From an optimization exercise on the open Yosys and OpenROAD flow, aimed at small area and a short achievable clock period; shortcuts taken in it are not production practice. Function was checked by simulation only, so behaviour that the tests miss may differ from the original. Power is estimated from default activity; no workload was simulated.

**flow/constraint.sdc**
```tcl
create_clock -name core_clock -period 9.0 [get_ports {clk}]
set_input_delay 1.8000 -clock core_clock [delete_from_list [all_inputs] [get_ports {clk}]]
set_output_delay 1.8000 -clock core_clock [all_outputs]
set_load 0.01 [all_outputs]
```
**flow/design.v**
```verilog
`timescale 1ns / 1ps
module DALU(
	clk,
	rst,
	in_valid,
	instruction,
  out_valid,
  out
    );
input signed [18:0] instruction;
input clk,rst,in_valid;
output reg signed [15:0] out;
output reg out_valid;
reg signed [2:0] op;
reg signed [5:0] s,t;
reg signed [3:0] fun;
reg signed [9:0] i;
reg count;
always@(posedge clk) begin
	if(rst==1) out<=0;
	else if(count==1) begin
		if(op==3'b000) begin
			case(fun)
				4'b0000:out<=s&t;
				4'b0001:out<=s|t;
				4'b0010:out<=s^t;
				4'b0011:out<=s+t;
				4'b0100:out<=s-t;
				default:out<=0;
			endcase
		end
		else if(op==3'b001) out<=s*t*fun;
		else if(op==3'b010) out<=(s+t+fun)*(s+t+fun);
		else if(op==3'b011) out<=s+i;
		else if(op==3'b100) out<=s-i;
		else out<=0;
	end
	else out<=0;
end
always@(posedge clk) begin
	if(rst==1) out_valid<=0;
	else if(count==1) out_valid<=1;
	else out_valid<=0;
end
always@(posedge clk) begin
	if(rst==1) count<=0;
	else if(in_valid==1) count<=1;
	else count<=0;
end
always@(posedge clk) begin
	if(rst==1) op<=0;
	else if(in_valid==1) op<=instruction[18:16];
	else op<=op;
end
always@(posedge clk) begin
	if(rst==1) s<=0;
	else if(in_valid==1) s<=instruction[15:10];
	else s<=s;
end
always@(posedge clk) begin
	if(rst==1) t<=0;
	else if(in_valid==1&&instruction[18:16]==3'b000||instruction[18:16]==3'b001||instruction[18:16]==3'b010) t<=instruction[9:4];
	else t<=t;
end
always@(posedge clk) begin
	if(rst==1) i<=0;
	else if(in_valid==1&&instruction[18:16]==3'b011||instruction[18:16]==3'b100) i<=instruction[9:0];
	else i<=i;
end
always@(posedge clk) begin
	if(rst==1) fun<=0;
	else if(in_valid==1&&instruction[18:16]==3'b000||instruction[18:16]==3'b001||instruction[18:16]==3'b010) fun<=instruction[3:0];
	else fun<=fun;
end
endmodule
```
**flow/run.sh**
```bash
#!/bin/bash
# synth_recipe.tcl (not shown) runs the flow's synth.tcl, then flattens the netlist and writes it again
# the make line also repeats each setting of config.mk as NAME=value (left out here)
make -C /OpenROAD-flow-scripts/flow DESIGN_CONFIG=/design/flow/config.mk WORK_HOME=/design/flow/orfs CLKGATE_MAP_FILE= SYNTH_SCRIPT=/design/flow/synth_recipe.tcl finish
```
**flow/config.mk**
```make
export PLATFORM = sky130hd
export DESIGN_NAME = DALU
export DESIGN_NICKNAME = DALU
export VERILOG_FILES = /design/flow/design.v
export SDC_FILE = /design/flow/constraint.sdc
export NUM_CORES = 4
export LEC_CHECK = 0
export CAP_MARGIN = 20
export CORE_MARGIN = 2
export CORE_UTILIZATION = 40
export SLEW_MARGIN = 20
```
==> run summary <==
cells by family after synthesis:
| group | count (synthesis) | share of synthesized area, % |
|---|---|---|
| DFF | 47 | 10.67 |
| AOI/OAI and AO/OA | 191 | 13.78 |
| adders and majority gates | 226 | 40.09 |
| xor gates and xnor gates | 69 | 6.856 |
| and+or+nand+nor | 299 | 15.30 |
| muxes | 33 | 3.762 |
| buffers and inverters | 221 | 9.539 |
worst max-delay path: stages, from the launching register on:
cell and delay [ns]:
dfxtp_1 0.43, inv_1 0.14, nor2_1 0.34, fa_1 0.49, inv_1 0.09, fa_1 0.38, inv_1 0.08, fa_1 0.42
fa_1 0.48, fa_1 0.42, a21o_1 0.18, a21oi_1 0.22, o21bai_1 0.09, a21oi_1 0.17, xnor2_1 0.13, and2_1 0.20
fa_1 0.56, fa_1 0.42, ha_1 0.30, ha_1 0.35, a2111oi_0 0.54, nand2b_1 0.14, a311oi_1 0.32, xnor2_1 0.17
xnor2_1 0.14, o21ai_1 0.08
power by group through the flow:
stage / Sequential (mW) / Clock [mW] / Combinational [mW]
CTS: 0.235 / 0.205 / 1.35
finish: 0.235 / 0.202 / 1.34
floorplan: 0.236 / 0 / 1.04
global placement: 0.240 / 0 / 1.32
global route: 0.237 / 0.213 / 1.57
detailed placement: 0.240 / 0 / 1.33
metrics by stage:
stage	setup slack [ns]	instances	cell area, um2
finish	1.607	1393	9689
global route	1.012	1393	9689
CTS	1.546	1393	9689
detailed placement	1.582	1385	9537
global placement	1.683	1385	9528
floorplan	1.763	1086	8815
area by class of cell:
cell class | instances | share of cell area [%]
clock buffer | 5 | 1.291
tap | 280 | 3.616
clock inverter | 3 | 0.2841
sequential | 47 | 9.711
inverter | 186 | 7.206
timing repair buffer | 54 | 5.165
multi-input combinational | 818 | 72.73
path summary, 6_finish.rpt:
| kind | depth (start not counted) | start | slack (ns) | to |
|---|---|---|---|---|
| worst max-delay path | 25 | t[0] | 1.61 | out[15] |
| worst min-delay path | 2 | i[2] | 0.54 | i[2] |
| worst max register to register | 25 | t[0] | 1.61 | out[15] |
| worst min register to register | 2 | i[2] | 0.54 | i[2] |
sequential cells by signal, summed over array words and instances, names as in the netlist:
signal	count
i	10
op	3
s	6
fun	4
count	1
out_valid	1
out	16
t	6
synthesized netlist by cell type (8+ instances only):
library cell  number  area, um2
xnor2_1           50      437.9
nand2b_1          14      87.58
mux2i_1           32      320.3
o21ai_0           31      155.2
xor2_1            19      166.4
ha_1             132       1652
clkbuf_1          25      93.84
fa_1              94       1882
o21ai_1            8      40.04
a21oi_1           62      310.3
nor2_1           123      461.7
o21bai_1          10      75.07
a21o_1            10      75.07
inv_1            182      683.2
nand2_1           77      289.0
and2_1            20      125.1
dfxtp_1           47      940.9
nor3_1            14      70.07
nor2b_1           11      68.82
a31oi_1           10      62.56
nand3_1           17      85.08
placed cells by master (no fill, tap or decap), types with 32 or more instances in the layout:
cell type / instances
a21oi_1: 62
dfxtp_1: 47
clkdlybuf4s50_1: 38
xnor2_1: 50
mux2i_1: 32
inv_1: 182
fa_1: 94
ha_1: 132
nor2_1: 123
nand2_1: 77
routing by layer:
| layer | part of all wire [%] | GRT usage [%] | up-vias |
|---|---|---|---|
| met5 | 0 | 0 | - |
| met4 | 2.0 | 4.850 | 0 |
| met3 | 4.5 | 2.446 | 32 |
| met2 | 47 | 31.19 | 212 |
| met1 | 47 | 26.61 | 3449 |
| li1 | - | - | 3577 |
==> impl_summary.txt <==
----------------------------------------------------
[Power and ir drop]
  Power density cells ... 183.4 mW/mm2
  Combinational share of power ... 75.4%
  Overall power consumption ... 1.777 mW
  Internal power ... 0.9036 mW
  Reported leakage power ... 4.713 nW
  Relative contribution of sequential cells to total power ... 13.2%
  Switching power ... 0.8739 mW
  Switching portion of total power ... 49.16%
  Part of the power in the clock network ... 11.3%
  Worst IR Drop VDD ... 0.1583 mV

[Floorplanning]
  Core region area ... 0.02176 mm2
  Die Outline Area ... 0.02324 mm2
  Placement Rows ... 54
  I/O Pins ... 39
  DIE WIDTH ... 152.4 um
  Starting density of the core ... 40.52%
  Height of the die ... 152.4 um

[Setup path]
  Largest driver fanout on the critical path ... 5
  Data arrival time of the worst path ... 7.58 ns
  Data required time of the critical path ... 9.19 ns
  Startpoint class of the critical path ... flop
  Worst Path Class, Setup ... reg -> reg
  Endpoint kind of the worst setup timing path ... flop

[Timing]
  Post-route fraction of the period consumed by the critical path ... 82.14%
  Min cycle time layout ... 7.393 ns
  Setup repair after global routing missed its margin ... false
  Sum of negative setup slack ... 0 ns
  Number of failing setup endpoints in the final timing report ... 0
  Max transition margin ... 29.37%
  Final-report max-slew violation count ... 0
  Fin. Hold Viols ... 0
  Clock skew after layout ... 0.01130 ns
  Slew at the pin closest to its max-slew limit ... 1.051 ns
  Minimum hold slack ... 0.5411 ns
  Achievable frequency ... 0.1353 GHz

[CTS]
  Max Root-Sink Buffers ... 2
  CTS-repair resized insts ... 0
  Clock sinks ... 47
  Number of CTS-inserted buffers ... 5
  Quantity of hold-fixing buffers added after cts ... 0
  H-Tree Depth ... 2
  Clock-pin slew of the registers on the worst-case setup and hold paths ... 0.07 ns
  Clock root buffer ... clkbuf_16
  Setup bufs post-CTS ... 0
  Clock latency reported for the late side of the worst-skew pair ... 0.31 ns
  Clock tree from TritonCTS ... built

[Place]
  Detailed placement HPWL ... 18.33 mm
  GP Congestion ... 0.8806
  Number of buffers inserted by port buffering ... 38

[GRT]
  Via count of the first global-routing pass ... 7243
  Global-route wire length before repair ... 36.36 mm
  GR Util All Layers ... 19.01%
  Overflow left after global routing ... 0
  Antenna violations before repair ... 0
  Largest net degree at the start of global routing ... 33

[Synthesis]
  Warnings from Yosys ... 1
  Synthesized instance count ... 1086
  Number of unique standard cell types used by synthesis ... 60
  Flip-flop and latch count after synthesis ... 47
  Summed instance area of the synthesized netlist ... 0.008815 mm2
  Most used DFF post-synth ... dfxtp_1
  Number of enable flip-flop cells after synthesis ... 0
  Mean cell area of the mapped netlist ... 8.117 um2
  Syn nets ... 1334
  Share of the yosys chip area belonging to registers ... 10.67%
  Share of flip-flops with an asynchronous set or reset after synthesis ... 0%

[Route]
  Post-route ant nets ... 0
  Wire length per cell ... 15.55 um
  Detailed-routing iteration count for the pre-antenna-repair pass ... 5
  Final Routed Wirelength ... 21.66 mm
  Overall via count from detail_route ... 7270
  Initial DRC count ... 436
  Detail-routed via count per cell ... 5.219
  Remaining routing DRC violations ... 0

[Job]
  Max cap viols ... 0

[Cells and area]
  Total number of nets in the final design ... 1360
  Antenna Cells ... 0
  Total area of multi-input combinational cells ... 0.007047 mm2
  Share of layout cells above drive strength 1 ... 3.863%
  Area growth from synthesis to final layout ... 9.922%
  Final core utilization ... 44.54%
  Register Area ... 940.9 um2
  Fill cells ... 2215

[Status]
  Outcome ... timing/DRC/antenna clean

[Min path]
  Worst Hold Class ... reg -> reg

----------------------------------------------------

afterwards: timing with drivers on the ports:
No port has a modelled driver above. Below, the same layout with a new extraction and two added sets of constraints.
Step 1 (the two cells are an assumption about what drives the block):
set clk [get_ports {clk}]
set_driving_cell -lib_cell sky130_fd_sc_hd__clkbuf_16 $clk
set_driving_cell -lib_cell sky130_fd_sc_hd__buf_2 [delete_from_list [all_inputs] $clk]
Step 2 adds t to the input delays and takes it off the output delays; t is the mean of the earliest and latest rising clock arrival at the registers after step 1. Input paths then give back, and output paths get back, about the clock's delay inside the block.
Slacks: ideal ports / drivers / drivers and shift; pairs: ideal ports / drivers.
shift t [ns]: 0.348
slack for setup (ns): 1.607 / 1.607 / 1.607
worst setup path at the end: register to register
worst register clock-pin slew, ns: 0.08 / 0.08
After both steps setup and hold are still met in this run. The setup slack of this run moves by 0.000 ns with the drivers and by 0.000 ns with both steps.
